From an optimization exercise on the open Yosys and OpenROAD flow, aimed at small area, a short achievable clock period and few clock cycles per item; shortcuts taken in it are not production practice.
Only simulation tests tie the RTL to the original design; equivalence was not proved.
No activity file was given, so power comes from the tool's default toggle rates.

<file path="design/flow/config.mk">
export PLATFORM = sky130hd
export DESIGN_NAME = MIPS_DLX
export DESIGN_NICKNAME = MIPS_DLX
export VERILOG_FILES = /design/flow/design.v
export SDC_FILE = /design/flow/constraint.sdc
export NUM_CORES = 8
export LEC_CHECK = 0
export CAP_MARGIN = 20
export CORE_MARGIN = 2
export CORE_UTILIZATION = 40
export CTS_CLUSTER_DIAMETER = 100
export CTS_CLUSTER_SIZE = 20
export PLACE_DENSITY = 0.7
export SETUP_SLACK_MARGIN = 5
export SLEW_MARGIN = 20
</file>
<file path="design/flow/constraint.sdc">
create_clock -name core_clock -period 9.0 [get_ports {clock}]
set_input_delay 1.8000 -clock core_clock [delete_from_list [all_inputs] [get_ports {clock}]]
set_output_delay 1.8000 -clock core_clock [all_outputs]
set_load 0.01 [all_outputs]
</file>
<file path="design/flow/design.v">
`timescale 1ns / 1ps
module ksadd #(parameter W = 32, parameter L = 5) (   
	input [W-1:0] a,
	input [W-1:0] b,
	input ci,
	output [W-1:0] s,
	output co
	);
wire [W-1:0] p0 = a ^ b;
wire [W-1:0] g [0:L];
wire [W-1:0] p [0:L];
assign g[0] = (a & b) | {{(W-1){1'b0}}, p0[0] & ci};
assign p[0] = p0;
genvar l, i;
generate
	for (l = 0; l < L; l = l + 1) begin : lvl
		for (i = 0; i < W; i = i + 1) begin : bit_
			if (i >= (1 << l)) begin : m
				assign g[l+1][i] = g[l][i] | (p[l][i] & g[l][i-(1<<l)]);
				assign p[l+1][i] = p[l][i] & p[l][i-(1<<l)];
			end else begin : c
				assign g[l+1][i] = g[l][i];
				assign p[l+1][i] = p[l][i];
			end
		end
	end
endgenerate
wire [W:0] c = {g[L], ci};
assign s = p0 ^ c[W-1:0];
assign co = c[W];
endmodule
`timescale 1ns / 1ps
module alu(
	input [31:0] a,
	input [31:0] bx,
	input sub,
	input sel_add,
	input sel_logic,
	input sel_shift,
	input sel_slt,
	input [1:0] lop,
	input sltu,
	input sleft,
	input sarith,
	input sfull,
	output [31:0] y
	);
wire [31:0] sum;
wire cout;
ksadd #(32) add (.a(a), .b(bx), .ci(sub), .s(sum), .co(cout));
wire [32:0] s33 = {cout, sum};
wire b31 = bx[31] ^ sub;
wire lt = sltu ? ~s33[32] : ((a[31] ^ b31) ? a[31] : s33[31]);
reg [31:0] lg;
always @* begin
	case (lop)
		2'b00: lg = a & bx;
		2'b01: lg = a | bx;
		2'b10: lg = a ^ bx;
		default: lg = ~(a | bx);
	endcase
end
wire fill = sarith & a[31];
wire big = sfull & (|bx[31:5]);
reg [31:0] xin, xrev;
integer k;
always @* begin
	for (k = 0; k < 32; k = k + 1)
		xin[k] = sleft ? a[31-k] : a[k];
end
wire [63:0] xs = {{32{fill}}, xin} >> bx[4:0];
always @* begin
	for (k = 0; k < 32; k = k + 1)
		xrev[k] = xs[31-k];
end
wire shr = sel_shift & ~sleft & ~big;
wire shl = sel_shift & sleft & ~big;
wire shf = sel_shift & big & fill;
assign y = ({32{sel_add}} & sum)
         | ({32{sel_logic}} & lg)
         | ({32{shr}} & xs[31:0])
         | ({32{shl}} & xrev)
         | {32{shf}}
         | {31'b0, sel_slt & lt};
endmodule
`timescale 1ns / 1ps
module MIPS_DLX(
	input clock,
	input reset,
	output [9:0] imem_addr,
	input [31:0] imem_data,
	output [9:0] dmem_addr,
	output [31:0] dmem_wdata,
	output dmem_we,
	input [31:0] dmem_rdata
	);
reg [9:0]  pc;
reg        d_v;             
reg [31:0] d_ir;
reg [31:1] d_sa;            
reg        d_lbyp;          
reg        d_bpa, d_bpb;    
reg        d_wen;           
reg [4:0]  d_wa;
reg        d_pt;            
reg [9:0]  d_alt;           
reg        e_wen;
reg [4:0]  e_wa;
reg        e_load, e_store, e_br, e_bne, e_pt;
reg        e_addi;          
reg [9:0]  e_alt;
reg [9:0]  e_addr;          
reg [31:0] e_a;             
reg [31:0] e_b;             
reg        e_sub, e_sadd, e_slog, e_ssh, e_sslt, e_sltu, e_sleft, e_sarith, e_sfull;
reg [1:0]  e_lop;
wire [31:0] alu_y;
alu ALU (
	.a(e_a), .bx(e_b),
	.sub(e_sub), .sel_add(e_sadd), .sel_logic(e_slog), .sel_shift(e_ssh), .sel_slt(e_sslt),
	.lop(e_lop), .sltu(e_sltu), .sleft(e_sleft), .sarith(e_sarith), .sfull(e_sfull),
	.y(alu_y)
	);
assign dmem_addr  = e_addr;
assign dmem_wdata = e_b;
assign dmem_we    = e_store;
wire [31:0] e_res = alu_y | (dmem_rdata & {32{e_load}});
wire e_taken = e_bne ^ (e_a == e_b);
wire mispredict = e_br & (e_taken ^ e_pt);
wire [31:0] o_x = e_a ^ e_b;
wire [31:0] o_c = {e_a[30:1] | e_b[30:1], e_a[0] & e_b[0], 1'b1};
wire e_one = e_addi & (o_x == o_c);
reg [31:1] one_r;
genvar go_;
generate
	for (go_ = 1; go_ < 32; go_ = go_ + 1) begin : one_w
		always @(posedge clock)
			if (e_wen && e_wa == go_)
				one_r[go_] <= e_one;
	end
endgenerate
wire [5:0] op = d_ir[31:26];
wire [5:0] fn = d_ir[5:0];
wire d_rtype = ~op[5] & ~op[3] & ~op[2] & ~op[1];
wire d_br    = ~op[5] & ~op[3] &  op[2];
wire d_immal = ~op[5] &  op[3];
wire d_load  =  op[5] & ~op[3];
wire d_store =  op[5] &  op[3];
reg [31:0] rf [1:31];
genvar g;
generate
	for (g = 1; g < 32; g = g + 1) begin : wr
		always @(posedge clock)
			if (e_wen && e_wa == g)
				rf[g] <= e_res;
	end
endgenerate
reg [31:0] rf_a0, rf_b;
integer i;
always @* begin
	rf_a0 = 32'b0;
	rf_b = 32'b0;
	for (i = 1; i < 32; i = i + 1) begin
		rf_a0 = rf_a0 | ({32{d_sa[i]}} & rf[i]);
		rf_b = rf_b | ({32{d_ir[20:16] == i}} & rf[i]);
	end
end
wire [31:0] rf_a = rf_a0 | ({32{d_lbyp}} & dmem_rdata);
wire byp_a = d_bpa & e_wen;
wire byp_b = d_bpb & e_wen;
wire stall = d_v & op[5] & byp_a & ~e_load;
wire go = d_v & ~stall & ~mispredict;
wire [31:0] d_a = ({32{byp_a}} & e_res) | ({32{~byp_a}} & rf_a);
wire d_useimm = d_immal | d_load;
wire d_sext = ~(d_immal & op[2]);
wire d_sub = d_rtype ? (fn[5] & fn[1] & (fn[3] | ~fn[2])) : (d_immal & ~op[2] & op[1]);
wire [31:0] d_imm = {{16{d_sext & d_ir[15]}}, d_ir[15:0]};
wire bpb_n = byp_b & ~d_useimm & ~d_sub;
wire bpb_i = byp_b & ~d_useimm & d_sub;
wire [31:0] d_b0 = ((d_useimm ? d_imm : rf_b) ^ {32{d_sub}}) & {32{~(byp_b & ~d_useimm)}};
wire [31:0] d_b = ({32{bpb_n}} & e_res) | ({32{bpb_i}} & ~e_res) | d_b0;
wire d_addi = d_immal & ~op[2] & ~op[1];
wire d_fuse_ok = d_v & d_addi & (d_ir[15:0] == 16'hffff) & d_wen & ~byp_a;
wire d_addi_zero = |(d_sa & one_r);
wire [9:0] d_addr;
ksadd #(10, 4) add_ad (.a(rf_a[9:0]), .b(d_ir[9:0]), .ci(1'b0), .s(d_addr), .co());
always @(posedge clock) begin
	if (reset) begin
		e_wen   <= 1'b0;
		e_load  <= 1'b0;
		e_store <= 1'b0;
		e_br    <= 1'b0;
	end else begin
		e_wen   <= go & d_wen;
		e_load  <= go & d_load;
		e_store <= go & d_store;
		e_br    <= go & d_br;
	end
end
always @(posedge clock) begin
	e_wa     <= d_wa;
	e_bne    <= op[0];
	e_addi   <= d_addi;
	e_pt     <= d_pt;
	e_alt    <= d_alt;
	e_addr   <= d_addr;
	e_a      <= d_a;
	e_b      <= d_b;
	e_sub    <= d_sub;
	e_sadd   <= d_rtype ? (fn[5] & ~fn[3] & ~fn[2]) : (d_immal & ~op[2] & ~op[1]);
	e_slog   <= d_rtype ? (fn[5] & ~fn[3] & fn[2]) : (d_immal & op[2]);
	e_ssh    <= d_rtype & ~fn[5];
	e_sslt   <= d_rtype ? (fn[5] & fn[3]) : (d_immal & ~op[2] & op[1]);
	e_lop    <= d_rtype ? fn[1:0] : op[1:0];
	e_sltu   <= d_rtype & fn[0];
	e_sleft  <= ~fn[1];
	e_sarith <= fn[0];
	e_sfull  <= ~fn[2];
end
assign imem_addr = pc;
wire [31:0] ins = imem_data;
wire [5:0] f_op = ins[31:26];
wire [4:0] f_rs = ins[25:21];
wire [4:0] f_rt = ins[20:16];
wire [4:0] f_rd = ins[15:11];
wire f_rtype = ~f_op[5] & ~f_op[3] & ~f_op[2] & ~f_op[1];
wire f_j     = ~f_op[5] & ~f_op[3] & ~f_op[2] &  f_op[1];
wire f_br    = ~f_op[5] & ~f_op[3] &  f_op[2];
wire f_writes = f_rtype | (~f_op[5] & f_op[3]) | (f_op[5] & ~f_op[3]);
wire [4:0] f_wa = f_rtype ? f_rd : f_rt;
wire f_wen = f_writes & (f_wa != 5'd0);
wire [9:0] pc_inc = pc + 10'd1;
wire [9:0] pc_br;
ksadd #(10, 4) add_br (.a(pc), .b(ins[9:0]), .ci(1'b0), .s(pc_br), .co());
wire f_fuse = f_br & (f_rt == 5'd0) & (f_rs == d_wa) & d_fuse_ok;
wire f_pt_static = ins[9] | (f_op[0] ^ (f_rs == f_rt));
wire f_pt = f_fuse ? (f_op[0] ^ d_addi_zero) : f_pt_static;
wire f_lbyp = d_v & d_load & d_wen & (d_wa == f_rs);
reg [31:1] f_sa;
integer k;
always @* begin
	for (k = 1; k < 32; k = k + 1)
		f_sa[k] = (f_rs == k);
end
reg [9:0] pc_next;
always @* begin
	if (mispredict)            pc_next = e_alt;
	else if (stall)            pc_next = pc;
	else if (f_j)              pc_next = ins[9:0];
	else if (f_br & f_pt)      pc_next = pc_br;
	else                       pc_next = pc_inc;
end
always @(posedge clock) begin
	if (reset) begin
		pc  <= 10'd0;
		d_v <= 1'b0;
	end else begin
		pc <= pc_next;
		if (mispredict)
			d_v <= 1'b0;
		else if (!stall)
			d_v <= 1'b1;
	end
end
always @(posedge clock) begin
	if (!stall) begin
		d_ir  <= ins;
		d_sa  <= f_sa & ~{31{f_lbyp}};
		d_lbyp <= f_lbyp;
		d_bpa <= d_v & d_wen & (d_wa == f_rs);
		d_bpb <= d_v & d_wen & (d_wa == f_rt);
		d_wen <= f_wen;
		d_wa  <= f_wa;
		d_pt  <= f_pt;
		d_alt <= f_pt ? pc_inc : pc_br;
	end
end
endmodule
</file>
<file path="design/flow/flow/run.sh">
#!/bin/bash
set -euo pipefail
cd "$(dirname "$0")/.."
bash standard.sh SETUP_SLACK_MARGIN=5.25 finish > orfs_make.log 2>&1
</file>
<file path="design/flow/standard.sh">
#!/bin/bash
# synth_recipe.tcl (not shown) runs the flow's synth.tcl, then flattens the netlist and writes it again
# the make line also repeats each setting of config.mk as NAME=value (left out here)
make -C /OpenROAD-flow-scripts/flow DESIGN_CONFIG=/design/flow/config.mk WORK_HOME=/design/flow/orfs CLKGATE_MAP_FILE= SYNTH_SCRIPT=/design/flow/synth_recipe.tcl "${@:-finish}"
</file>
==> qor.txt, run 1 <==
status -> timing/DRC/antenna clean
Remaining DRCs -> 0
slew of the pin with the lowest slew margin -> 1.19 ns
final cycle utilization of the critical path -> 43.4%
Fin. Hold Viols -> 0
Die ar. -> 0.147 sq mm
CP startpoint kind -> flip-flop
syn nets -> 4787
Skew-Pair Late Insertion Delay -> 0.71 ns
VDD IR max -> 0.138 mV
starting density of the core -> 40.2%
synth top area cells -> edfxtp_1 (57%), a22oi_1 (11%), dfxtp_1 (4.1%)
Post-synth EDFFs -> 1100
leading area contributor after synthesis -> edfxtp_1
slowest stage delay, CP -> 0.52 ns
Critical Path AT -> 4.46 ns
Max Cap Viol -> 0
Compound-Gate Fraction of Synth Area -> 19.6%
Clk Tree Root Cell -> clkbuf_16
pwr dens -> 199 mW/mm^2
most frequent cells in the layout -> edfxtp_1 (1100), a22oi_1 (863), nand2_1 (363)
first-pass detailed-route iteration total -> 15
GR Util All Layers -> 37.4%
num rows -> 139
launch point of the worst path -> e_b[12]
ANT nets after route -> 0
total wire length -> 287000 um
post-synthesis mux area share -> 3.15%
post-synth top area share -> 57.5%
Hold Crit Start -> d_alt[2]
#FFs+latches synth -> 1218
post-synthesis xor/xnor area fraction -> 1.94%
RSZ-0062 raised after global routing -> yes
DP Wirelength -> 158000 um
cell area after synthesis -> 0.0575 sq mm
hold buffers post-CTS -> 0
Lkg Pwr -> 22.2 nW
FF+latch area -> 0.0355 sq mm
total gr overflow -> 0
Iter 0 DRT Violations -> 14200
fraction of layout cells with a size suffix above 1 -> 14.3%
Slew HR -> 20.7%
P&R area growth vs syn -> 14.1%
Crit path max-delay family -> compound AO/OA/AOI/OAI gates
Die X -> 383 um
Placement Setup Slack -> 3.31 ns
via count -> 52100
crit path time final -> 3.90 ns
worst setup margin -> 5.10 ns
largest family of logic cells by synthesized area -> compound AO/OA/AOI/OAI gates
commonest non-fill, non-tap cell in the layout -> edfxtp_1
Buf+Inv Stages, Crit Path -> 2
Final Skew -> 0.0471 ns
setup TNS -> 0 ns
slowest cell on the critical path -> a2111o_1
H-tree depth -> 3
area share of fa/ha/maj cells after synthesis -> 2.03%
synth warn -> 5
global-route wire length before repair -> 381000 um
Die Ht -> 383 um
Setup CP Type -> reg -> reg
TritonCTS clock tree -> yes
final setup vio count -> 0
Layout fillers -> 12700
Synth Flop Type -> edfxtp_1
maximum clock rate -> 256 MHz
Final nets -> 4910
vias in the first global route -> 47500
Avg WL per Cell -> 42.8 um
worst-path cell chain -> inv_1 > ha_2 > nand4_1 > a211oi_2 > o21ai_4 > a2111o_1 > buf_6 > nand3_1 > a31o_4 > nor2_1 > a21oi_4
post-synth cell types -> 81
register area share after synthesis -> 61.6%
Post-synth ARST share -> 0%
Max Fanout on Critical Path -> 17
area of the multi-input gates -> 0.0217 sq mm
IO Port Bufs -> 117
Syn Inst Count -> 4630
Hold Crit Class -> reg -> reg
Max clock buf depth -> 3
total CTS buffers -> 71
mean post-synth cell area -> 12.4 sq um
worst reg2reg startpoint -> e_b[12]
core area -> 0.143 sq mm
Ports -> 119
crit end category -> flip-flop
CP required -> 9.55 ns
final weighted congestion in routability-driven placement -> 1.04
CTS Sinks -> 1218
Slew Viols, Final -> 0
Via density -> 7.77
CTS clk-pin slew, worst paths -> 0.09 ns
largest net degree at the start of global routing -> 73
Post-Synth Simple-Gate Area -> 8.66%
initial antenna violation count -> 21
==> power breakdown <==
group	internal (mW)	switching [mW]	total, mW
Combinational	1.05	1.91	2.96
Sequential	6.39	0.222	6.61
Clock	1.55	1.92	3.47
Total	8.99	4.05	13.0
==> path summary, 6_finish.rpt <==
path | to | slack, ns | cells past startpoint
setup / recovery | e_a[22] | 5.10 | 11
hold reg to reg | e_alt[2] | 0.35 | 0
setup reg to reg | e_a[22] | 5.10 | 11
hold / removal | e_alt[2] | 0.35 | 0
==> synth_stat cells, types with 25 or more instances <==
| master | number |
|---|---|
| edfxtp_1 | 1100 |
| a22oi_1 | 865 |
| nand2_1 | 367 |
| clkbuf_1 | 267 |
| nor2_1 | 223 |
| a21oi_1 | 200 |
| inv_1 | 132 |
| o21ai_0 | 123 |
| dfxtp_1 | 118 |
| nand3_1 | 110 |
| nand4_1 | 106 |
| xnor2_1 | 93 |
| ha_1 | 87 |
| a221oi_1 | 79 |
| nor4_1 | 78 |
| nor3_1 | 54 |
| a22o_1 | 53 |
| mux2i_1 | 49 |
| buf_1 | 43 |
| mux4_2 | 35 |
| xor2_1 | 34 |
| a222oi_1 | 29 |
| a21o_1 | 25 |
| mux2_2 | 25 |
==> per-stage QoR <==
step	power, mW	utilization [%]	std cells	instance area [sq um]	hold WS (ns)
2_1_floorplan	8.12	-	4630	57700	0.323
3_3_place_gp	9.15	43.0	6482	61600	0.324
3_5_place_dp	9.18	43.1	6484	61600	0.330
4_1_cts	12.7	45.4	6671	64900	0.348
5_1_grt	13.2	45.8	6704	65600	0.355
6_report	13.0	45.8	6711	65600	0.346
==> sequential cells by signal, indices dropped and copies added, names as in the netlist, 2 cells and up <==
register / count
d_wa: 5
pc: 10
e_addr: 10
one_r: 31
e_wa: 5
e_a: 32
d_ir: 26
d_alt: 10
d_sa: 31
e_lop: 2
e_b: 32
e_alt: 10
rf: 992
==> area by class of cell <==
| cell class | instances | share of cell area (%) |
|---|---|---|
| antenna | 9 | 0.0343 |
| multi-input combinational | 2956 | 33.2 |
| timing repair inverter | 15 | 0.168 |
| clock inverter | 8 | 0.135 |
| clock buffer | 111 | 3.00 |
| timing repair buffer | 355 | 4.97 |
| tap | 1903 | 3.63 |
| inverter | 136 | 0.847 |
| sequential | 1218 | 54.1 |
==> repair_timing <==
| item | in CTS | in global routing |
|---|---|---|
| buffers inserted | 52 | 23 |
| cloned | 16 | 7 |
| pin swaps | 38 | 38 |
| setup endpoints to repair | 1032 | 442 |
| resized for setup | 186 | 148 |
==> per-layer routing <==
layer | up-vias | wire (um) | global-route usage [%]
li1 | 18800 | - | -
met1 | 24600 | 87500 | 43.4
met2 | 6551 | 108000 | 49.6
met3 | 2202 | 59000 | 22.0
met4 | 49 | 31900 | 28.8
met5 | - | 1020 | 3.11
==> cells by family after synthesis <==
family	count (synthesis)
AND/OR/NAND/NOR	1052
buffers and inverters	461
multiplexers	119
adder cells (fa/ha/maj)	91
XOR/XNOR	127
flip-flops	1218
AO/OA/AOI/OAI	1562
Testbench counts, summed over its fixed seeds: cycles 125,917, instrs 122,234.
==> inputs of run 2 (changes only) <==
--- a/design/flow/design.v
+++ b/design/flow/design.v
@@ -98,6 +98,7 @@
 reg        d_v;             
 reg [31:0] d_ir;
 reg [31:1] d_sa;            
+reg [31:1] d_sb;            
 reg        d_lbyp;          
 reg        d_bpa, d_bpb;    
 reg        d_wen;           
@@ -162,7 +163,7 @@
 	rf_b = 32'b0;
 	for (i = 1; i < 32; i = i + 1) begin
 		rf_a0 = rf_a0 | ({32{d_sa[i]}} & rf[i]);
-		rf_b = rf_b | ({32{d_ir[20:16] == i}} & rf[i]);
+		rf_b = rf_b | ({32{d_sb[i]}} & rf[i]);
 	end
 end
 wire [31:0] rf_a = rf_a0 | ({32{d_lbyp}} & dmem_rdata);
@@ -236,11 +237,13 @@
 wire f_pt_static = ins[9] | (f_op[0] ^ (f_rs == f_rt));
 wire f_pt = f_fuse ? (f_op[0] ^ d_addi_zero) : f_pt_static;
 wire f_lbyp = d_v & d_load & d_wen & (d_wa == f_rs);
-reg [31:1] f_sa;
+reg [31:1] f_sa, f_sb;
 integer k;
 always @* begin
 	for (k = 1; k < 32; k = k + 1)
 		f_sa[k] = (f_rs == k);
+	for (k = 1; k < 32; k = k + 1)
+		f_sb[k] = (f_rt == k);
 end
 reg [9:0] pc_next;
 always @* begin
@@ -266,6 +269,7 @@
 	if (!stall) begin
 		d_ir  <= ins;
 		d_sa  <= f_sa & ~{31{f_lbyp}};
+		d_sb  <= f_sb;
 		d_lbyp <= f_lbyp;
 		d_bpa <= d_v & d_wen & (d_wa == f_rs);
 		d_bpb <= d_v & d_wen & (d_wa == f_rt);
==> design/flow/flow/run.sh (replaced) <==
#!/bin/bash
set -euo pipefail
cd "$(dirname "$0")/.."
bash standard.sh SETUP_SLACK_MARGIN=5.4 finish > orfs_make.log 2>&1
--- a/design/flow/config.mk
+++ b/design/flow/config.mk
@@ -10,6 +10,5 @@
 export CORE_UTILIZATION = 40
 export CTS_CLUSTER_DIAMETER = 100
 export CTS_CLUSTER_SIZE = 20
-export PLACE_DENSITY = 0.7
 export SETUP_SLACK_MARGIN = 5
 export SLEW_MARGIN = 20
==> run 2 against run 1 <==
  * Die area rose by 0.85%
  * Synthesized cell count fell by 3.7%
  * Flip-flop and latch count rose by 26
  * Critical path depth fell by 1
  * Area after synthesis rose by 0.86%
  * Design area rose by 2.0%
  * Fmax rose by 3.8%
  * Worst setup slack improved by 0.14 ns
  * Global-route usage rose by 1.5 points
  * Clock power rose by 1%
  * Worst hold slack got worse by 0.0044 ns
==> qor.txt, run 2 <==
status -> timing/DRC/antenna clean
Die Ht -> 385 um (+0.42%)
final cell count without fillers -> 6575 (-2.0%)
slowest stage delay, CP -> 0.55 ns (+0.03 ns)
total wire length -> 298000 um (+3.9%)
Post-synth ARST share -> 0% (unchanged)
syn nets -> 4614 (-3.6%)
Synth Flop Type -> edfxtp_1
post-synth top area share -> 58.3% (+0.86 points)
max reg flops -> 992 (unchanged)
Fin Hold WS -> 0.341 ns (-0.00436 ns)
Flop pwr share -> 49.7% (-1.0 points)
vias in the first global route -> 46200 (-2.8%)
worst-path cell chain -> inv_1 > ha_1 > nor4_1 > nand4_1 > nor2_1 > xnor2_1 > nand2_4 > and2_1 > o211ai_1 > a21oi_1
Hold Crit Class -> reg -> reg
CTS clk-pin slew, worst paths -> 0.09 ns (about the same)
clock group share of total power -> 25.8% (-0.8 points)
total gr overflow -> 0 (unchanged)
worst reg2reg startpoint -> e_a[22]
Avg WL per Cell -> 45.3 um (+6.0%)
via count -> 50800 (-2.5%)
final setup vio count -> 0 (unchanged)
register area share after synthesis -> 62.4% (+0.82 points)
mean post-synth cell area -> 13.0 sq um (+4.8%)
initial antenna violation count -> 20 (-4.8%)
RSZ-0062 raised after global routing -> yes
setup TNS -> 0 ns (unchanged)
switching pwr -> 4.27 mW (+5.5%)
Lkg Pwr -> 22.3 nW (+0.77%)
ANT nets after route -> 0 (unchanged)
largest net degree at the start of global routing -> 85 (+16%)
total power -> 13.6 mW (+4.2%)
Remaining DRCs -> 0 (unchanged)
Slew Viols, Final -> 0 (unchanged)
Iter 0 DRT Violations -> 12100 (-15%)
synth top area cells -> edfxtp_1 (58%), a22oi_1 (7.1%), dfxtp_1 (4.1%)
maximum clock rate -> 266 MHz (+3.8%)
slowest cell on the critical path -> dfxtp_4
H-tree depth -> 3 (unchanged)
CTS Sinks -> 1244 (+2.1%)
Die X -> 385 um (+0.42%)
CP startpoint kind -> flip-flop
Most flops, register -> rf
DP Wirelength -> 162000 um (+2.5%)
Final nets -> 4764 (-3.0%)
GR Util All Layers -> 38.9% (+1.5 points)
Fin. Hold Viols -> 0 (unchanged)
pwr dens -> 203 mW/mm^2 (+2.2%)
most frequent cells in the layout -> edfxtp_1 (1126), a22oi_1 (549), a221oi_1 (221)
launch point of the worst path -> e_a[22]
core area -> 0.144 sq mm (+0.36%)
Via density -> 7.73 (-0.51%)
IO Port Bufs -> 117 (unchanged)
Setup CP Type -> reg -> reg
commonest non-fill, non-tap cell in the layout -> edfxtp_1
first-pass detailed-route iteration total -> 10 (-5)
Die ar. -> 0.148 sq mm (+0.85%)
post-synth cell types -> 84 (+3.7%)
Max Cap Viol -> 0 (unchanged)
cell area after synthesis -> 0.0580 sq mm (+0.86%)
VDD IR max -> 0.129 mV (-6.2%)
Critical Path AT -> 4.38 ns (-0.08 ns)
total CTS buffers -> 72 (+1.4%)
Slew HR -> 16.3% (-4.4 points)
TritonCTS clock tree -> yes
Post-synth EDFFs -> 1126 (+2.4%)
starting density of the core -> 40.4% (+0.20 points)
Syn Inst Count -> 4457 (-3.7%)
CP required -> 9.62 ns (+0.07 ns)
Skew-Pair Late Insertion Delay -> 0.72 ns (about the same)
commonest cells in the netlist -> edfxtp_1 (1126), a22oi_1 (552), clkbuf_1 (256), nor2_1 (246), a221oi_1 (227)
Max Fanout on Critical Path -> 21 (+4)
Sw Share -> 31.4% (+0.37 points)
hold buffers post-CTS -> 0 (unchanged)
final cycle utilization of the critical path -> 41.8% (-1.6 points)
crit end category -> flip-flop
Hold Crit Start -> d_alt[9]
Buf+Inv Stages, Crit Path -> 1 (-1)
Final Skew -> 0.0332 ns (-0.0139 ns)
leading area contributor after synthesis -> edfxtp_1
Comb pwr share -> 24.5% (+1.8 points)
final weighted congestion in routability-driven placement -> 0.992 (-4.9%)
Max clock buf depth -> 3 (unchanged)
placed instance area -> 0.0620 sq mm (+0.57%)
Clk Tree Root Cell -> clkbuf_16
synth warn -> 5 (unchanged)
Power Internal -> 9.33 mW (+3.7%)
slew of the pin with the lowest slew margin -> 1.25 ns (+0.0635 ns)
most frequent cell after synthesis -> edfxtp_1
placed cells -> 6314 (-2.6%)
P&R area growth vs syn -> 15.4%
crit path time final -> 3.76 ns (-0.142 ns)
Largest regs -> rf: 992 flops, e_a: 32 flops, e_b: 32 flops
fraction of layout cells with a size suffix above 1 -> 16.0% (+1.6 points)
#FFs+latches synth -> 1244 (+2.1%)
Layout fillers -> 12700 (+0.24%)
global-route wire length before repair -> 392000 um (+2.9%)
num rows -> 139 (unchanged)
Crit path max-delay family -> simple AND/OR/NAND/NOR gates
Ports -> 119 (unchanged)
Final Cell Area -> 0.0669 sq mm (+2.0%)
## run 2: worst register-to-register path: cells and delay by family, from the launching register on
kind                       cells  cell delay, ns
buffers and inverters          1            0.10
and+or+nand+nor                5            2.05
AOI/OAI and AO/OA              2            0.31
DFF                            1            0.55
adders and majority gates      1            0.46
xor gates and xnor gates       1            0.23
## run 2: final cells by class
class	count	area [sq um]	area share [%]
Timing Repair Buffer	383	3830	5.73
Inverter	123	480	0.718
Antenna cell	15	37.5	0.0561
Clock inverter	5	57.6	0.0861
Tap cell	1903	2380	3.56
Clock buffer	119	2020	3.02
Sequential cell	1244	36300	54.2
Multi-Input combinational cell	2782	21800	32.6
Timing Repair inverter	1	6.26	0.00935
## run 2: metal layers
metal / up-vias / track usage, % / wire [um]
li1: 18500 / - / -
met1: 24600 / 46.7 / 97100
met2: 5859 / 53.6 / 119000
met3: 1819 / 18.3 / 52500
met4: 28 / 29.4 / 29300
met5: - / 0.715 / 593
## run 2: worst paths after layout
check	slack, ns	end	depth (start not counted)
hold / removal	0.34	e_alt[9]	0
setup reg to reg	5.24	pc[1]	10
setup / recovery	5.24	pc[1]	10
hold reg to reg	0.34	e_alt[9]	0
## run 2: cells by family after synthesis
family	share of synthesized area (%)
compound gates	19.6
xor+xnor	1.96
fa+ha+maj	2.02
buf+inv	2.98
flops	62.4
mux	3.40
simple gates	7.69
## run 2: power by group through the flow
stage / Combinational, mW / Clock (mW) / Sequential (mW)
6_report: 3.33 / 3.51 / 6.76
5_1_grt: 3.40 / 3.67 / 6.76
4_1_cts: 2.95 / 3.47 / 6.74
3_5_place_dp: 2.51 / 0 / 6.86
3_3_place_gp: 2.51 / 0 / 6.86
2_1_floorplan: 1.54 / 0 / 6.76
## run 2: timing repair
item                                    4_1_cts  5_1_grt
endpoints found under the setup margin     1078      440
gates cloned                                 21        6
gates resized for setup                     271      142
buffers inserted                             60       31
pin swaps                                    66       69
## run 2: metrics by stage
step	setup slack (ns)	utilization [%]
after floorplan	4.71	-
after global placement	3.65	43.2
after detailed placement	3.64	43.2
after CTS	5.13	45.8
after global routing	5.13	46.5
final	5.24	46.6
Testbench counts of run 2, summed over its fixed seeds: cycles 125,917, instrs 122,234.
==> inputs of run 3 (changes only) <==
==> design/flow/flow/run.sh (replaced) <==
#!/bin/bash
set -euo pipefail
cd "$(dirname "$0")/.."
bash standard.sh SETUP_SLACK_MARGIN=5.5 finish > orfs_make.log 2>&1
==> run 3 against run 2 <==
  * Still clean on timing, DRC and antenna
  * Final cell count rose by 2.1%
  * First-iteration DRC count rose by 3.1%
  * Routed wire length rose by 3.0%
  * Flip-flop and latch count did not move
  * Combinational power rose by 13%
  * Design area rose by 3.5%
  * Via count rose by 2.3%
  * Clock skew rose by 0.0081 ns
  * Critical endpoint is now e_addr[4]
  * Largest cell class unchanged
==> qor.txt, run 3 <==
CP startpoint kind -> flip-flop
#FFs+latches synth -> 1244 (unchanged)
leading area contributor after synthesis -> edfxtp_1
cell area after synthesis -> 0.0580 sq mm (unchanged)
setup TNS -> 0 ns (unchanged)
initial antenna violation count -> 21 (+5.0%)
total CTS buffers -> 72 (unchanged)
Die X -> 385 um (unchanged)
slowest cell on the critical path -> or4_4
area of the multi-input gates -> 0.0225 sq mm (+3.2%)
final cycle utilization of the critical path -> 42.2% (+0.42 points)
crit path time final -> 3.80 ns (+0.0382 ns)
Final Skew -> 0.0413 ns (+0.00809 ns)
pwr dens -> 204 mW/mm^2 (+0.12%)
Layout fillers -> 12600 (-1.2%)
Setup CP Type -> reg -> reg
final cell count without fillers -> 6710 (+2.1%)
Largest regs -> rf: 992 flops, e_a: 32 flops, e_b: 32 flops
Synth Flop Type -> edfxtp_1
Fin. Hold Viols -> 0 (unchanged)
VDD IR max -> 0.150 mV (+16%)
Critical Path AT -> 4.40 ns (+0.02 ns)
most frequent cells in the layout -> edfxtp_1 (1126), a22oi_1 (549), buf_4 (251)
Remaining DRCs -> 0 (unchanged)
Max Cap Viol -> 0 (unchanged)
CTS Sinks -> 1244 (unchanged)
slowest stage delay, CP -> 0.57 ns (+0.02 ns)
Max Fanout on Critical Path -> 24 (+14%)
Most flops, register -> rf
worst-path cell chain -> buf_4 > buf_4 > a22oi_1 > nand4_1 > or4_4 > ha_4 > fa_2 > a21oi_2 > nor2_1 > nor2_1 > buf_4 > buf_4 > buf_4 > buf_4 > buf_4 > buf_6 > xnor2_2
FF+latch area -> 0.0363 sq mm (+0.13%)
core area -> 0.144 sq mm (unchanged)
placed cells -> 6322 (+0.13%)
status -> timing/DRC/antenna clean
CP required -> 9.60 ns (-0.02 ns)
Die Ht -> 385 um (unchanged)
Ports -> 119 (unchanged)
H-tree depth -> 3 (unchanged)
Syn Inst Count -> 4457 (unchanged)
commonest non-fill, non-tap cell in the layout -> edfxtp_1
CTS clk-pin slew, worst paths -> 0.09 ns (about the same)
IO Port Bufs -> 117 (unchanged)
Skew-Pair Late Insertion Delay -> 0.72 ns (about the same)
RSZ-0062 raised after global routing -> yes
ANT nets after route -> 0 (unchanged)
slew of the pin with the lowest slew margin -> 1.31 ns (+0.0614 ns)
most frequent cell after synthesis -> edfxtp_1
Post-synth EDFFs -> 1126 (unchanged)
final weighted congestion in routability-driven placement -> 1.01 (+1.5%)
mean post-synth cell area -> 13.0 sq um (unchanged)
Post-synth ARST share -> 0% (unchanged)
post-synth cell types -> 84 (unchanged)
maximum clock rate -> 263 MHz (-1.0%)
commonest cells in the netlist -> edfxtp_1 (1126), a22oi_1 (552), clkbuf_1 (256), nor2_1 (246), a221oi_1 (227)
fraction of layout cells with a size suffix above 1 -> 19.7% (+3.8 points)
syn nets -> 4614 (unchanged)
synth top area cells -> edfxtp_1 (58%), a22oi_1 (7.1%), dfxtp_1 (4.1%)
Lkg Pwr -> 23.4 nW (+4.9%)
starting density of the core -> 40.4% (unchanged)
crit-path most repeated cell -> buf_4
synth warn -> 5 (unchanged)
Slew HR -> 12.1% (-4.2 points)
Clk Tree Root Cell -> clkbuf_16
Hold Crit Class -> reg -> reg
Iter 0 DRT Violations -> 12500 (+3.1%)
Slew Viols, Final -> 0 (unchanged)
GR Util All Layers -> 39.5% (+0.70 points)
P&R area growth vs syn -> 19.4%
largest net degree at the start of global routing -> 86 (+1.2%)
total gr overflow -> 0 (unchanged)
post-synth top area share -> 58.3% (unchanged)
Via density -> 7.75 (+0.22%)
num rows -> 139 (unchanged)
DP Wirelength -> 166000 um (+2.3%)
crit end category -> flip-flop
Max clock buf depth -> 3 (unchanged)
final setup vio count -> 0 (unchanged)
via count -> 52000 (+2.3%)
max reg flops -> 992 (unchanged)
Final nets -> 4885 (+2.5%)
TritonCTS clock tree -> yes
global-route wire length before repair -> 399000 um (+1.7%)
Avg WL per Cell -> 45.7 um (+0.89%)
first-pass detailed-route iteration total -> 10 (unchanged)
total wire length -> 307000 um (+3.0%)
register area share after synthesis -> 62.4% (unchanged)
vias in the first global route -> 46900 (+1.5%)
Die ar. -> 0.148 sq mm (unchanged)
[run 3: cell counts after synthesis]
Identical to the previous run, type by type.
[run 3: area by class of cell]
class / instances / area share (%)
antenna: 22 / 0.0795
clock inverter: 4 / 0.0759
inverter: 123 / 0.690
timing repair buffer: 499 / 7.75
multi-input combinational: 2788 / 32.5
sequential: 1244 / 52.5
tap: 1903 / 3.44
clock buffer: 127 / 2.99
[run 3: path summary, 6_finish.rpt]
path                               start   endpoint  slack [ns]  cells after the start
worst max-delay path            d_sa[17]  e_addr[4]        5.20                     17
worst min-delay path            d_alt[2]   e_alt[2]        0.33                      0
worst max register to register  d_sa[17]  e_addr[4]        5.20                     17
worst min register to register  d_alt[2]   e_alt[2]        0.33                      0
[run 3: cells by family after synthesis]
logic type	count (synthesis)	share of synthesized area, %
AOI/OAI and AO/OA	1505	19.6
xor gates and xnor gates	130	1.96
adders and majority gates	91	2.02
buffers and inverters	448	2.98
DFF	1244	62.4
muxes	132	3.40
and+or+nand+nor	907	7.69
[run 3: power breakdown]
group          leakage [nW]  total, mW  internal (mW)  switching, mW
registers              11.7       6.77           6.53          0.244
logic                  10.7       3.77           1.48           2.28
clock network          1.01       3.55           1.58           1.97
[run 3: through the flow]
stage                     util (%)  hold WS, ns  setup WS (ns)  power, mW  cell area, sq um
after detailed placement      43.2        0.327           3.65       9.40             62100
after CTS                     46.6        0.335           5.13       13.4             66900
final                         48.2        0.334           5.20       14.1             69200
after global routing          48.2        0.350           5.17       14.3             69200
after floorplan                  -        0.323           4.71       8.31             58300
after global placement        43.2        0.324           3.65       9.40             62100
[run 3: worst max-delay path, delay by kind of cell (launching register included)]
family          cells  cell delay, ns
fa+ha+maj           2            0.59
compound gates      2            0.40
flops               1            0.36
buf+inv             8            1.26
simple gates        4            0.96
xor+xnor            1            0.04
[run 3: metal layers]
layer,track usage [%],share of wire (%),up-vias
li1,-,-,18800
met1,46.4,32,25100
met2,55.0,39,6060
met3,20.4,19,1967
met4,28.9,10,35
met5,2.18,0.28,-
[run 3: what timing repair did]
action / CTS / global route
cloned: 28 / 17
setup buffers: 101 / 89
pin swaps: 80 / 111
endpoints found under the setup margin: 1183 / 636
hold buffers: 0 / 0
gates resized for setup: 381 / 256
==> inputs of run 4 (changes only) <==
--- a/design/flow/design.v
+++ b/design/flow/design.v
@@ -96,6 +96,7 @@
 	);
 reg [9:0]  pc;
 reg        d_v;             
+reg [9:0]  d_pc;            
 reg [31:0] d_ir;
 reg [31:1] d_sa;            
 reg [31:1] d_sb;            
@@ -248,7 +249,7 @@
 reg [9:0] pc_next;
 always @* begin
 	if (mispredict)            pc_next = e_alt;
-	else if (stall)            pc_next = pc;
+	else if (stall)            pc_next = d_pc;
 	else if (f_j)              pc_next = ins[9:0];
 	else if (f_br & f_pt)      pc_next = pc_br;
 	else                       pc_next = pc_inc;
@@ -259,14 +260,12 @@
 		d_v <= 1'b0;
 	end else begin
 		pc <= pc_next;
-		if (mispredict)
-			d_v <= 1'b0;
-		else if (!stall)
-			d_v <= 1'b1;
-	end
-end
-always @(posedge clock) begin
-	if (!stall) begin
+		d_v <= ~(mispredict | stall);
+	end
+end
+always @(posedge clock) begin
+	begin
+		d_pc  <= pc;
 		d_ir  <= ins;
 		d_sa  <= f_sa & ~{31{f_lbyp}};
 		d_sb  <= f_sb;
==> design/flow/flow/run.sh (replaced) <==
#!/bin/bash
set -euo pipefail
cd "$(dirname "$0")/.."
bash standard.sh SETUP_SLACK_MARGIN=5.4 finish > orfs_make.log 2>&1
==> run 4 against run 3 <==
  * Still clean on timing, DRC and antenna
  * Total power down 3.9%
  * First-iteration DRC count down 4.6%
  * Flip-flop and latch count up 10
  * Worst hold slack worse by 0.0028 ns
  * Routed wire length down 3.3%
  * Critical path depth down 6
  * Worst setup slack better by 0.059 ns
  * Clock skew down 0.0084 ns
  * Non-clock buffer count down 132
  * Largest cell class unchanged
==> qor.txt, run 4 <==
Die X -> 383 um (-0.37%)
synth top area cells -> edfxtp_1 (53%), dfxtp_1 (8.0%), a22oi_1 (7.2%)
pwr dens -> 204 mW/mm^2 (+0.40%)
hold buffers post-CTS -> 0 (unchanged)
setup TNS -> 0 ns (unchanged)
ANT nets after route -> 0 (unchanged)
Final Skew -> 0.0328 ns (-0.00842 ns)
core area -> 0.143 sq mm (-0.36%)
initial antenna violation count -> 21 (unchanged)
maximum clock rate -> 267 MHz (+1.6%)
commonest cells in the netlist -> edfxtp_1 (1023), a22oi_1 (555), clkbuf_1 (257), nor2_1 (248), dfxtp_1 (231)
fraction of layout cells with a size suffix above 1 -> 17.3% (-2.4 points)
Fin Hold WS -> 0.331 ns (-0.00284 ns)
first-pass detailed-route iteration total -> 10 (unchanged)
Clk Tree Root Cell -> clkbuf_16
status -> timing/DRC/antenna clean
Slew HR -> 10.1% (-2.0 points)
Hold Crit Class -> reg -> reg
max reg flops -> 992 (unchanged)
synth warn -> 5 (unchanged)
total power -> 13.5 mW (-3.9%)
Post-synth EDFFs -> 1023 (-9.1%)
setup slack, reg-to-reg -> 5.30 ns (+0.10 ns)
Die Ht -> 383 um (-0.37%)
slowest cell on the critical path -> or4_4
RSZ-0062 raised after global routing -> yes
IO Port Bufs -> 117 (unchanged)
post-synth top area share -> 53.4% (-4.9 points)
Critical Path AT -> 4.36 ns (-0.04 ns)
Max clock buf depth -> 3 (unchanged)
largest net degree at the start of global routing -> 69 (-20%)
mean post-synth cell area -> 12.7 sq um (-2.0%)
Die ar. -> 0.147 sq mm (-0.74%)
DP Wirelength -> 170000 um (+2.9%)
Synth Flop Type -> edfxtp_1
Placement Setup Slack -> 3.66 ns (+0.00937 ns)
Max Cap Viol -> 0 (unchanged)
Lkg Pwr -> 21.7 nW (-7.5%)
worst setup margin -> 5.26 ns (+0.0591 ns)
syn nets -> 4673 (+1.3%)
via count -> 50600 (-2.7%)
total wire length -> 297000 um (-3.3%)
Max Fanout on Critical Path -> 5 (-79%)
H-tree depth -> 3 (unchanged)
slew of the pin with the lowest slew margin -> 1.34 ns (+0.0243 ns)
Post-synth ARST share -> 0% (unchanged)
final setup vio count -> 0 (unchanged)
register area share after synthesis -> 61.4% (-0.97 points)
Avg WL per Cell -> 44.9 um (-1.7%)
vias in the first global route -> 46000 (-1.9%)
CTS Sinks -> 1254 (+0.80%)
final weighted congestion in routability-driven placement -> 1.02 (+1.5%)
total gr overflow -> 0 (unchanged)
most frequent cell after synthesis -> edfxtp_1
cell area after synthesis -> 0.0575 sq mm (-0.75%)
Layout fillers -> 12700 (+0.72%)
Most flops, register -> rf
global-route wire length before repair -> 391000 um (-2.1%)
CP startpoint kind -> input port
TritonCTS clock tree -> yes
Syn Inst Count -> 4516 (+1.3%)
Ports -> 119 (unchanged)
crit path time final -> 3.74 ns (-0.0591 ns)
#FFs+latches synth -> 1254 (+0.80%)
Largest regs -> rf: 992 flops, e_a: 32 flops, e_b: 32 flops
P&R area growth vs syn -> 15.1%
Iter 0 DRT Violations -> 11900 (-4.6%)
Final nets -> 4799 (-1.8%)
CTS clk-pin slew, worst paths -> 0.08 ns (about the same)
Remaining DRCs -> 0 (unchanged)
Via density -> 7.66 (-1.1%)
Final Util -> 46.3% (-1.9 points)
total CTS buffers -> 74 (+2.8%)
post-synth cell types -> 84 (unchanged)
Fin. Hold Viols -> 0 (unchanged)
GR Util All Layers -> 38.7% (-0.88 points)
num rows -> 139 (unchanged)
slowest stage delay, CP -> 0.53 ns (-0.04 ns)
VDD IR max -> 0.152 mV (+1.5%)
starting density of the core -> 40.2% (-0.16 points)
Setup CP Type -> in -> reg
crit end category -> flip-flop
Slew Viols, Final -> 0 (unchanged)
final cycle utilization of the critical path -> 41.6% (-0.66 points)
commonest non-fill, non-tap cell in the layout -> edfxtp_1
leading area contributor after synthesis -> edfxtp_1
worst-path cell chain -> buf_12 > or3_4 > or4_4 > nor4_4 > nor3_1 > a211o_1 > a21oi_4 > buf_6 > mux2i_1 > nand2_1 > a311oi_2
Skew-Pair Late Insertion Delay -> 0.73 ns (about the same)
most frequent cells in the layout -> edfxtp_1 (1023), a22oi_1 (551), a221oi_1 (223)
CP required -> 9.62 ns (+0.02 ns)
run 4: changes by cell type after synthesis, sizes merged, moves of 9 or more:
cell,delta
a21oi,+10
dfxtp,+113
edfxtp,-103
mux4,+9
nand2,+20
o21ai,+15
run 4: cell families after synthesis:
group,share of synthesized area [%]
multiplexers,3.73
flip-flops,61.4
XOR/XNOR,1.90
adder cells (fa/ha/maj),2.03
AND/OR/NAND/NOR,8.02
buffers and inverters,3.09
AO/OA/AOI/OAI,19.8
run 4: power by group:
group / leakage [nW] / switching (mW) / internal (mW)
clock network: 1.04 / 2.03 / 1.60
logic: 9.35 / 1.96 / 1.18
registers: 11.3 / 0.256 / 6.50
total: 21.7 / 4.25 / 9.28
run 4: layer usage:
metal | share of wire, % | wire length, um | up-vias | global-route usage [%]
li1 | - | - | 18600 | -
met2 | 40 | 119000 | 5799 | 55.4
met1 | 31 | 93300 | 24300 | 45.4
met4 | 9.9 | 29500 | 28 | 27.6
met3 | 18 | 54100 | 1849 | 18.2
met5 | 0.22 | 667 | - | 0
run 4: final timing paths:
kind | endpoint | cells after the start | from
setup / recovery | pc[7] | 11 | imem_data[16]
hold / removal | e_alt[8] | 0 | d_alt[8]
setup reg to reg | rf[14][0] | 16 | e_b[0]
hold reg to reg | e_alt[8] | 0 | d_alt[8]
run 4: worst max-delay path, delay by kind of cell:
kind | cells | cell delay [ns]
simple gates | 5 | 1.31
buf+inv | 2 | 0.27
mux | 1 | 0.18
compound gates | 3 | 0.79
run 4: cell type report:
class | count | area, sq um | share of cell area [%]
clock inverter | 9 | 116 | 0.176
antenna | 12 | 30.0 | 0.0453
clock buffer | 116 | 2050 | 3.10
timing repair inverter | 4 | 30.0 | 0.0453
multi-input combinational | 2815 | 21900 | 33.1
tap | 1903 | 2380 | 3.60
timing repair buffer | 367 | 3650 | 5.51
sequential | 1254 | 35600 | 53.7
inverter | 126 | 527 | 0.795
run 4: what timing repair did:
action,in CTS,in global routing
setup endpoints to repair,1050,368
pin swaps,42,61
cloned,11,14
gates resized for setup,264,174
setup buffers,41,48
run 4: through the flow:
step           instance area, sq um  instances
2_1_floorplan                 57900       4516
3_3_place_gp                  61500       6355
3_5_place_dp                  61500       6355
4_1_cts                       65000       6532
5_1_grt                       66200       6595
6_report                      66200       6606
Testbench counts of run 4, summed over its fixed seeds: cycles 127,628, instrs 122,234.
==> inputs of run 5 (changes only) <==
==> design/flow/flow/run.sh (replaced) <==
#!/bin/bash
set -euo pipefail
cd "$(dirname "$0")/.."
bash standard.sh SYNTH_WRAPPED_OPERATORS=1 OPENROAD_HIERARCHICAL=1 SETUP_SLACK_MARGIN=5.4 finish > orfs_make.log 2>&1
==> run 5 against run 4 <==
  * Core utilization is 1.1 points higher
  * Critical path depth is 2 higher
  * Critical endpoint is now e_addr[9]
  * Clock skew is 0.014 ns higher
  * Final cell count is 3.6% lower
  * Worst hold slack worse by 0.0042 ns
  * Flip-flop and latch count stayed put
  * Design area is 1.7% lower
  * Non-clock buffer count is 25 lower
  * Highest routed layer unchanged
==> qor.txt, run 5 <==
most frequent cell after synthesis -> edfxtp_1
crit path time final -> 3.69 ns (-0.0535 ns)
Lkg Pwr -> 21.0 nW (-3.1%)
Remaining DRCs -> 0 (unchanged)
cell area after synthesis -> 0.0555 sq mm (-3.6%)
slew of the pin with the lowest slew margin -> 1.31 ns (-0.0308 ns)
status -> timing/DRC/antenna clean
Critical Path AT -> 4.30 ns (-0.06 ns)
initial antenna violation count -> 18 (-14%)
max reg flops -> 992 (unchanged)
num rows -> 136 (-2.2%)
final cycle utilization of the critical path -> 41.0% (-0.59 points)
starting density of the core -> 40.3% (+0.14 points)
switching pwr -> 4.09 mW (-3.8%)
Synth Flop Type -> edfxtp_1
commonest non-fill, non-tap cell in the layout -> edfxtp_1
first-pass detailed-route iteration total -> 13 (+3)
final setup vio count -> 0 (unchanged)
Final Skew -> 0.0468 ns (+0.0139 ns)
Clk Tree Root Cell -> clkbuf_16
Ports -> 119 (unchanged)
clock group share of total power -> 27.9% (+1.0 points)
post-synth cell types -> 66 (-21%)
Power Internal -> 9.21 mW (-0.74%)
Avg WL per Cell -> 45.8 um (+2.0%)
total wire length -> 292000 um (-1.7%)
total power -> 13.3 mW (-1.7%)
Slew HR -> 12.8% (+2.7 points)
Fin. Hold Viols -> 0 (unchanged)
fraction of layout cells with a size suffix above 1 -> 16.2% (-1.1 points)
Die Ht -> 376 um (-1.8%)
slowest stage delay, CP -> 0.40 ns (-0.13 ns)
CP required -> 9.61 ns (about the same)
Die ar. -> 0.142 sq mm (-3.6%)
mean post-synth cell area -> 13.6 sq um (+7.0%)
CTS Sinks -> 1254 (unchanged)
Skew-Pair Late Insertion Delay -> 0.75 ns (+0.02 ns)
RSZ-0062 raised after global routing -> yes
H-tree depth -> 3 (unchanged)
register area share after synthesis -> 63.7% (+2.3 points)
Iter 0 DRT Violations -> 11100 (-7.1%)
Final Util -> 47.4% (+1.1 points)
crit end category -> flip-flop
GR Util All Layers -> 39.6% (+0.95 points)
Post-synth EDFFs -> 1023 (unchanged)
Sw Share -> 30.7% (-0.67 points)
ANT nets after route -> 0 (unchanged)
CTS clk-pin slew, worst paths -> 0.09 ns (about the same)
Comb pwr share -> 21.2% (-2.0 points)
Largest regs -> rf: 992 flops, e_a: 32 flops, e_b: 32 flops
IO Port Bufs -> 117 (unchanged)
Hold Crit Class -> reg -> reg
most frequent cells in the layout -> edfxtp_1 (1023), a22oi_1 (577), nor2_1 (236)
Fin Hold WS -> 0.327 ns (-0.00418 ns)
worst-path cell chain -> buf_4 > a22o_1 > a221oi_1 > nand4_1 > or3_4 > ha_4 > a21o_1 > a21oi_2 > nor2b_1 > o21a_2 > o41ai_4 > mux2i_1 > or3_1
Die X -> 376 um (-1.8%)
Flop pwr share -> 51.0% (+1.0 points)
synth top area cells -> edfxtp_1 (55%), dfxtp_1 (8.3%), a22oi_1 (7.9%)
Max clock buf depth -> 3 (unchanged)
DP Wirelength -> 153000 um (-10%)
Max Fanout on Critical Path -> 32 (+27)
#FFs+latches synth -> 1254 (unchanged)
P&R area growth vs syn -> 17.4%
setup TNS -> 0 ns (unchanged)
synth warn -> 9 (+4)
final cell count without fillers -> 6367 (-3.6%)
hold buffers post-CTS -> 0 (unchanged)
placed cells -> 6106 (-3.9%)
Max Cap Viol -> 0 (unchanged)
Most flops, register -> rf
Syn Inst Count -> 4068 (-9.9%)
leading area contributor after synthesis -> edfxtp_1
commonest cells in the netlist -> edfxtp_1 (1023), a22oi_1 (581), nor2_1 (274), dfxtp_1 (231), a221oi_1 (195)
largest net degree at the start of global routing -> 41 (-41%)
post-synth top area share -> 55.4% (+2.0 points)
Slew Viols, Final -> 0 (unchanged)
CP startpoint kind -> flip-flop
syn nets -> 4233 (-9.4%)
pwr dens -> 204 mW/mm^2 (about the same)
VDD IR max -> 0.144 mV (-5.1%)
Final nets -> 4661 (-2.9%)
global-route wire length before repair -> 381000 um (-2.4%)
Setup CP Type -> reg -> reg
core area -> 0.137 sq mm (-3.9%)
total CTS buffers -> 74 (unchanged)
Via density -> 7.79 (+1.7%)
vias in the first global route -> 45500 (-0.99%)
maximum clock rate -> 271 MHz (+1.5%)
total gr overflow -> 0 (unchanged)
via count -> 49600 (-2.0%)
TritonCTS clock tree -> yes
final weighted congestion in routability-driven placement -> 1.04 (+2.2%)
slowest cell on the critical path -> buf_4
Post-synth ARST share -> 0% (unchanged)
[run 5: cell types whose count changed in the layout (fill, tap and decap cells not counted), sizes merged, moves of 23 or more]
cell	previous run	this run
a221oi	232	195
inv	127	8
nand3	151	98
nand2	196	154
clkinv	5	123
nor2	248	274
a222oi	27	89
buf	251	228
a22o	210	185
nand4	140	171
a21oi	183	136
a22oi	555	581
o21ai	151	104
[run 5: metal layers]
layer | global-route usage (%) | up-vias | part of all wire, % | wire [um]
met5 | 2.81 | - | 0.18 | 527
met4 | 26.5 | 35 | 8.9 | 25900
met3 | 21.7 | 1666 | 20 | 58200
met2 | 52.3 | 5771 | 38 | 111000
met1 | 48.8 | 23900 | 33 | 96600
li1 | - | 18200 | - | -
[run 5: logic make-up (layout without fill, tap and decap cells)]
family | after synthesis | after routing | synth area share (%)
AOI/OAI and AO/OA | 1448 | 1456 | 19.9
DFF | 1254 | 1254 | 63.7
and+or+nand+nor | 907 | 909 | 8.05
buffers and inverters | 125 | 604 | 0.846
xor gates and xnor gates | 121 | 121 | 1.91
muxes | 114 | 114 | 3.29
adders and majority gates | 99 | 99 | 2.29
other | 0 | 16 | 0
[run 5: worst max-delay path, delay by kind of cell (launching register included)]
kind	cells	cell delay [ns]
buffers and inverters	1	0.40
AO/OA/AOI/OAI	6	1.53
AND/OR/NAND/NOR	4	0.96
multiplexers	1	0.12
adder cells (fa/ha/maj)	1	0.22
flip-flops	1	0.33
[run 5: area by class of cell]
class / count / area [sq um]
clock inverters: 9 / 143
diodes: 16 / 40.0
clock buffers: 128 / 2110
repair buffers: 342 / 3180
inverters: 125 / 529
multi-input cells: 2699 / 21200
flip-flops and latches: 1254 / 35600
well taps: 1794 / 2240
fillers: 12100 / 72400
[run 5: metrics by stage]
stage / instance area [sq um] / setup slack [ns]
after detailed placement: 60600 / 3.41
after global routing: 65100 / 5.26
after floorplan: 55800 / 4.75
after global placement: 60600 / 3.51
final: 65100 / 5.31
after CTS: 64200 / 5.32
[run 5: power groups by stage]
stage                     Combinational [mW]  Sequential (mW)  Clock (mW)
after global routing                    2.91             6.77        3.86
after global placement                  2.18             6.93           0
after detailed placement                2.18             6.93           0
final                                   2.82             6.78        3.71
after floorplan                         1.32             6.80           0
after CTS                               2.53             6.75        3.67
[run 5: worst paths after layout]
path             from         to  slack [ns]  depth (start not counted)
min          d_alt[6]   e_alt[6]        0.33                          0
max reg2reg  d_sa[10]  e_addr[9]        5.31                         13
max          d_sa[10]  e_addr[9]        5.31                         13
min reg2reg  d_alt[6]   e_alt[6]        0.33                          0
[run 5: repair_timing]
action                     4_1_cts  5_1_grt
pin swaps                       34       45
setup endpoints to repair     1020      590
buffers inserted                58       36
cloned                          10        4
resized for setup              233      164
==> inputs of run 6 (changes only) <==
--- a/design/flow/design.v
+++ b/design/flow/design.v
@@ -96,6 +96,9 @@
 	);
 reg [9:0]  pc;
 reg        d_v;             
+reg        d_useimm;        
+reg        d_sub;           
+reg        d_immhi;         
 reg [9:0]  d_pc;            
 reg [31:0] d_ir;
 reg [31:1] d_sa;            
@@ -173,10 +176,7 @@
 wire stall = d_v & op[5] & byp_a & ~e_load;
 wire go = d_v & ~stall & ~mispredict;
 wire [31:0] d_a = ({32{byp_a}} & e_res) | ({32{~byp_a}} & rf_a);
-wire d_useimm = d_immal | d_load;
-wire d_sext = ~(d_immal & op[2]);
-wire d_sub = d_rtype ? (fn[5] & fn[1] & (fn[3] | ~fn[2])) : (d_immal & ~op[2] & op[1]);
-wire [31:0] d_imm = {{16{d_sext & d_ir[15]}}, d_ir[15:0]};
+wire [31:0] d_imm = {{16{d_immhi}}, d_ir[15:0]};
 wire bpb_n = byp_b & ~d_useimm & ~d_sub;
 wire bpb_i = byp_b & ~d_useimm & d_sub;
 wire [31:0] d_b0 = ((d_useimm ? d_imm : rf_b) ^ {32{d_sub}}) & {32{~(byp_b & ~d_useimm)}};
@@ -231,6 +231,11 @@
 wire f_writes = f_rtype | (~f_op[5] & f_op[3]) | (f_op[5] & ~f_op[3]);
 wire [4:0] f_wa = f_rtype ? f_rd : f_rt;
 wire f_wen = f_writes & (f_wa != 5'd0);
+wire [5:0] f_fn = ins[5:0];
+wire f_immal = ~f_op[5] & f_op[3];
+wire f_useimm = f_immal | (f_op[5] & ~f_op[3]);
+wire f_immhi = ~(f_immal & f_op[2]) & ins[15];
+wire f_sub = f_rtype ? (f_fn[5] & f_fn[1] & (f_fn[3] | ~f_fn[2])) : (f_immal & ~f_op[2] & f_op[1]);
 wire [9:0] pc_inc = pc + 10'd1;
 wire [9:0] pc_br;
 ksadd #(10, 4) add_br (.a(pc), .b(ins[9:0]), .ci(1'b0), .s(pc_br), .co());
@@ -267,6 +272,9 @@
 	begin
 		d_pc  <= pc;
 		d_ir  <= ins;
+		d_useimm <= f_useimm;
+		d_sub <= f_sub;
+		d_immhi <= f_immhi;
 		d_sa  <= f_sa & ~{31{f_lbyp}};
 		d_sb  <= f_sb;
 		d_lbyp <= f_lbyp;
==> run 6 against run 5 <==
  * Still clean
  * Synthesized cell count increased by 0.91%
  * Clock skew grew 0.0093 ns
  * Via count decreased by 1.2%
  * Core utilization shrank 0.57 points
  * Clock-buffer cell count is 1 lower
  * Final cell count is 1.6% higher
  * Critical path type is now in -> reg
==> qor.txt, run 6 <==
status -> timing/DRC/antenna clean
worst hold endpoint -> e_alt[0]
Flop pwr share -> 51.6% (+0.6 points)
total CTS buffers -> 73 (-1.4%)
RSZ-0062 raised after global routing -> yes
Syn Inst Count -> 4105 (+0.91%)
Slew HR -> 14.4% (+1.6 points)
Die X -> 377 um (+0.26%)
DP Wirelength -> 160000 um (+4.4%)
r2r endpoint -> rf[11][29]
Remaining DRCs -> 0 (unchanged)
core area -> 0.139 sq mm (+1.1%)
synth warn -> 9 (unchanged)
Critical Path AT -> 4.03 ns (-0.27 ns)
Max Fanout on Critical Path -> 16 (-50%)
post-synth top area share -> 55.1% (-0.29 points)
slowest stage delay, CP -> 0.67 ns (+0.27 ns)
worst-path cell chain -> clkdlybuf4s50_1 > a222oi_1 > o211ai_1 > nor2_4 > nand3_2
final setup vio count -> 0 (unchanged)
maximum clock rate -> 271 MHz (about the same)
#FFs+latches synth -> 1257 (+0.24%)
worst setup margin -> 5.31 ns (+0.00171 ns)
Placement Setup Slack -> 3.78 ns (+0.367 ns)
commonest cells in the netlist -> edfxtp_1 (1023), a22oi_1 (655), nor2_1 (242), dfxtp_1 (234), nand4_1 (179)
crit end category -> flip-flop
Max Cap Viol -> 0 (unchanged)
IO Port Bufs -> 117 (unchanged)
final cycle utilization of the critical path -> 41.0% (about the same)
Die ar. -> 0.142 sq mm (+0.52%)
Iter 0 DRT Violations -> 11100 (+0.69%)
crit path time final -> 3.69 ns (-0.00171 ns)
Synth Flop Type -> edfxtp_1
Final nets -> 4680 (+0.41%)
fraction of layout cells with a size suffix above 1 -> 15.2% (-1.0 points)
Skew-Pair Late Insertion Delay -> 0.72 ns (-0.03 ns)
H-tree depth -> 3 (unchanged)
Post-synth ARST share -> 0% (unchanged)
Lkg Pwr -> 20.9 nW (-0.69%)
FF-to-FF path depth -> 10 (-3)
pwr dens -> 202 mW/mm^2 (-1.0%)
leading area contributor after synthesis -> edfxtp_1
Final Util -> 46.8% (-0.57 points)
starting density of the core -> 40.1% (-0.23 points)
CTS clk-pin slew, worst paths -> 0.09 ns (about the same)
via count -> 49000 (-1.2%)
clock group share of total power -> 27.4% (-0.5 points)
Fin. Hold Viols -> 0 (unchanged)
CP startpoint kind -> input port
most frequent cell after synthesis -> edfxtp_1
Via density -> 7.58 (-2.7%)
post-synth cell types -> 69 (+4.5%)
P&R area growth vs syn -> 16.6%
Slew Viols, Final -> 0 (unchanged)
Power Internal -> 9.15 mW (-0.72%)
cell area after synthesis -> 0.0558 sq mm (+0.53%)
Sw Share -> 30.5% (-0.27 points)
mean post-synth cell area -> 13.6 sq um (-0.38%)
commonest non-fill, non-tap cell in the layout -> edfxtp_1
setup TNS -> 0 ns (unchanged)
slew of the pin with the lowest slew margin -> 1.28 ns (-0.0238 ns)
switching pwr -> 4.01 mW (-2.0%)
GR Util All Layers -> 38.0% (-1.6 points)
Clk Tree Root Cell -> clkbuf_16
TritonCTS clock tree -> yes
most frequent cells in the layout -> edfxtp_1 (1023), a22oi_1 (651), nor2_1 (204)
final weighted congestion in routability-driven placement -> 1.00 (-4.0%)
Setup CP Type -> in -> reg
num rows -> 137 (+0.74%)
Ports -> 119 (unchanged)
CTS Sinks -> 1257 (+0.24%)
CP required -> 9.34 ns (-0.27 ns)
Post-synth EDFFs -> 1023 (unchanged)
Avg WL per Cell -> 43.6 um (-4.9%)
syn nets -> 4269 (+0.85%)
worst reg2reg startpoint -> e_b[0]
synth top area cells -> edfxtp_1 (55%), a22oi_1 (8.8%), dfxtp_1 (8.4%)
Max clock buf depth -> 3 (unchanged)
Hold Crit Start -> d_alt[0]
Largest regs -> rf: 992 flops, e_a: 32 flops, e_b: 32 flops
ANT nets after route -> 0 (unchanged)
slowest cell on the critical path -> clkdlybuf4s50_1
VDD IR max -> 0.128 mV (-11%)
Die Ht -> 377 um (+0.26%)
total wire length -> 282000 um (-3.4%)
Hold Crit Depth -> 0 (unchanged)
total gr overflow -> 0 (unchanged)
Final Skew -> 0.0561 ns (+0.00928 ns)
Layout fillers -> 12300 (+2.0%)
largest net degree at the start of global routing -> 53 (+29%)
register area share after synthesis -> 63.5% (-0.23 points)
first-pass detailed-route iteration total -> 9 (-4)
Hold Crit Class -> reg -> reg
Most flops, register -> rf
global-route wire length before repair -> 371000 um (-2.7%)
vias in the first global route -> 45000 (-1.1%)
Comb pwr share -> 21.0% (-0.2 points)
initial antenna violation count -> 19 (+1)
max reg flops -> 992 (unchanged)
setup slack, reg-to-reg -> 5.40 ns (+0.09 ns)
==> run 6: changes by cell type after synthesis, sizes merged, moves of 7 or more <==
cell,delta
mux2,+22
nor2,-32
mux4,-7
o21ai,+28
a22oi,+74
a22o,-44
nand4,+8
a21o,+11
a221oi,-34
o22ai,-17
==> run 6: what timing repair did <==
item,in CTS,in global routing
pin swaps,23,29
hold buffers,0,0
endpoints found under the setup margin,1083,359
endpoints found under the hold margin,0,0
buffers inserted,42,22
gates cloned,7,6
gates resized for setup,232,155
==> run 6: kinds of logic (layout without fill, tap and decap cells) <==
| kind of cell | Yosys count | count (layout) | share of synthesized area, % |
|---|---|---|---|
| AO/OA/AOI/OAI | 1489 | 1490 | 20.1 |
| XOR/XNOR | 113 | 113 | 1.77 |
| adder cells (fa/ha/maj) | 98 | 98 | 2.25 |
| buffers and inverters | 121 | 584 | 0.815 |
| flip-flops | 1257 | 1257 | 63.5 |
| multiplexers | 130 | 130 | 3.45 |
| other | 0 | 17 | 0 |
| AND/OR/NAND/NOR | 897 | 904 | 8.09 |
==> run 6: critical path: cells and delay by family <==
kind                   cells  cell delay [ns]
and+or+nand+nor            2             0.73
AOI/OAI and AO/OA          2             0.81
buffers and inverters      1             0.67
==> run 6: per-layer routing <==
| layer | up-vias | part of all wire [%] | global-route usage [%] |
|---|---|---|---|
| li1 | 18300 | - | - |
| met4 | 24 | 8.6 | 25.9 |
| met2 | 5401 | 40 | 52.4 |
| met1 | 23800 | 33 | 47.0 |
| met3 | 1538 | 18 | 17.9 |
| met5 | - | 0.16 | 0.172 |
==> run 6: worst max-delay path by stage <==
stage	from	to
global placement	e_b[4]	rf[23][29]
floorplan	e_b[0]	e_b[18]
finish	dmem_rdata[24]	rf[7][24]
detailed placement	e_b[4]	rf[23][29]
global route	e_a[1]	e_a[13]
CTS	e_b[0]	e_a[13]
==> run 6: power by group through the flow <==
stage          Clock [mW]  Combinational [mW]  Sequential (mW)
6_report             3.61                2.76             6.78
5_1_grt              3.75                2.86             6.78
4_1_cts              3.57                2.52             6.76
3_5_place_dp            0                2.28             6.94
3_3_place_gp            0                2.27             6.93
2_1_floorplan           0                1.33             6.84
==> run 6: stage by stage <==
step | power, mW | cells | hold WS, ns | instance area [sq um]
final | 13.2 | 6469 | 0.331 | 65000
after global routing | 13.4 | 6453 | 0.336 | 65000
after CTS | 12.9 | 6424 | 0.332 | 64300
after detailed placement | 9.22 | 6240 | 0.313 | 61000
after global placement | 9.20 | 6239 | 0.311 | 61000
after floorplan | 8.17 | 4105 | 0.310 | 56000
==> run 6: cell type report <==
type	count	area [sq um]	area share (%)
Clock buffer	127	2080	3.20
Timing Repair Buffer	328	3030	4.67
Antenna cell	17	42.5	0.0654
Tap cell	1876	2350	3.61
Multi-Input combinational cell	2735	21300	32.8
Sequential cell	1257	35600	54.8
Inverter	121	492	0.756
Clock inverter	8	100	0.154
Testbench counts of run 6, summed over its fixed seeds: cycles 127,628, instrs 122,234.

what the ideal ports hide:
Ports are ideal in the flow. The routed layouts listed here were re-timed in OpenROAD.
Step 1 assumes that a clkbuf_16 drives the clock port and a buf_2 every other input.
Step 2 moves the port delays by t, midway between the first and last clock arrival at a register: inputs arrive t later, outputs are due t later. That takes back most of the time a late clock gives input paths.
a / b / c = ideal / step 1 / step 2; a / b = the first two.
run	t, ns	setup slack, ns	clock arrival spread, ns	pins driven straight from the clock port
run 1	0.763	5.096 / 5.096 / 4.475	0.049 / 0.048	1
run 2	0.787	5.237 / 5.237 / 4.528	0.041 / 0.042	1
run 3	0.783	5.199 / 5.199 / 4.497	0.044 / 0.044	1
run 4	0.796	5.258 / 5.291 / 4.495	0.037 / 0.038	1
run 5	0.804	5.312 / 5.305 / 4.590	0.047 / 0.047	1
run 6	0.781	5.314 / 5.244 / 4.603	0.058 / 0.058	1
After both steps every run listed still meets setup and hold. For run 4, which loses most, drivers alone change the setup slack by +0.033 ns; drivers and shift together by -0.763 ns.
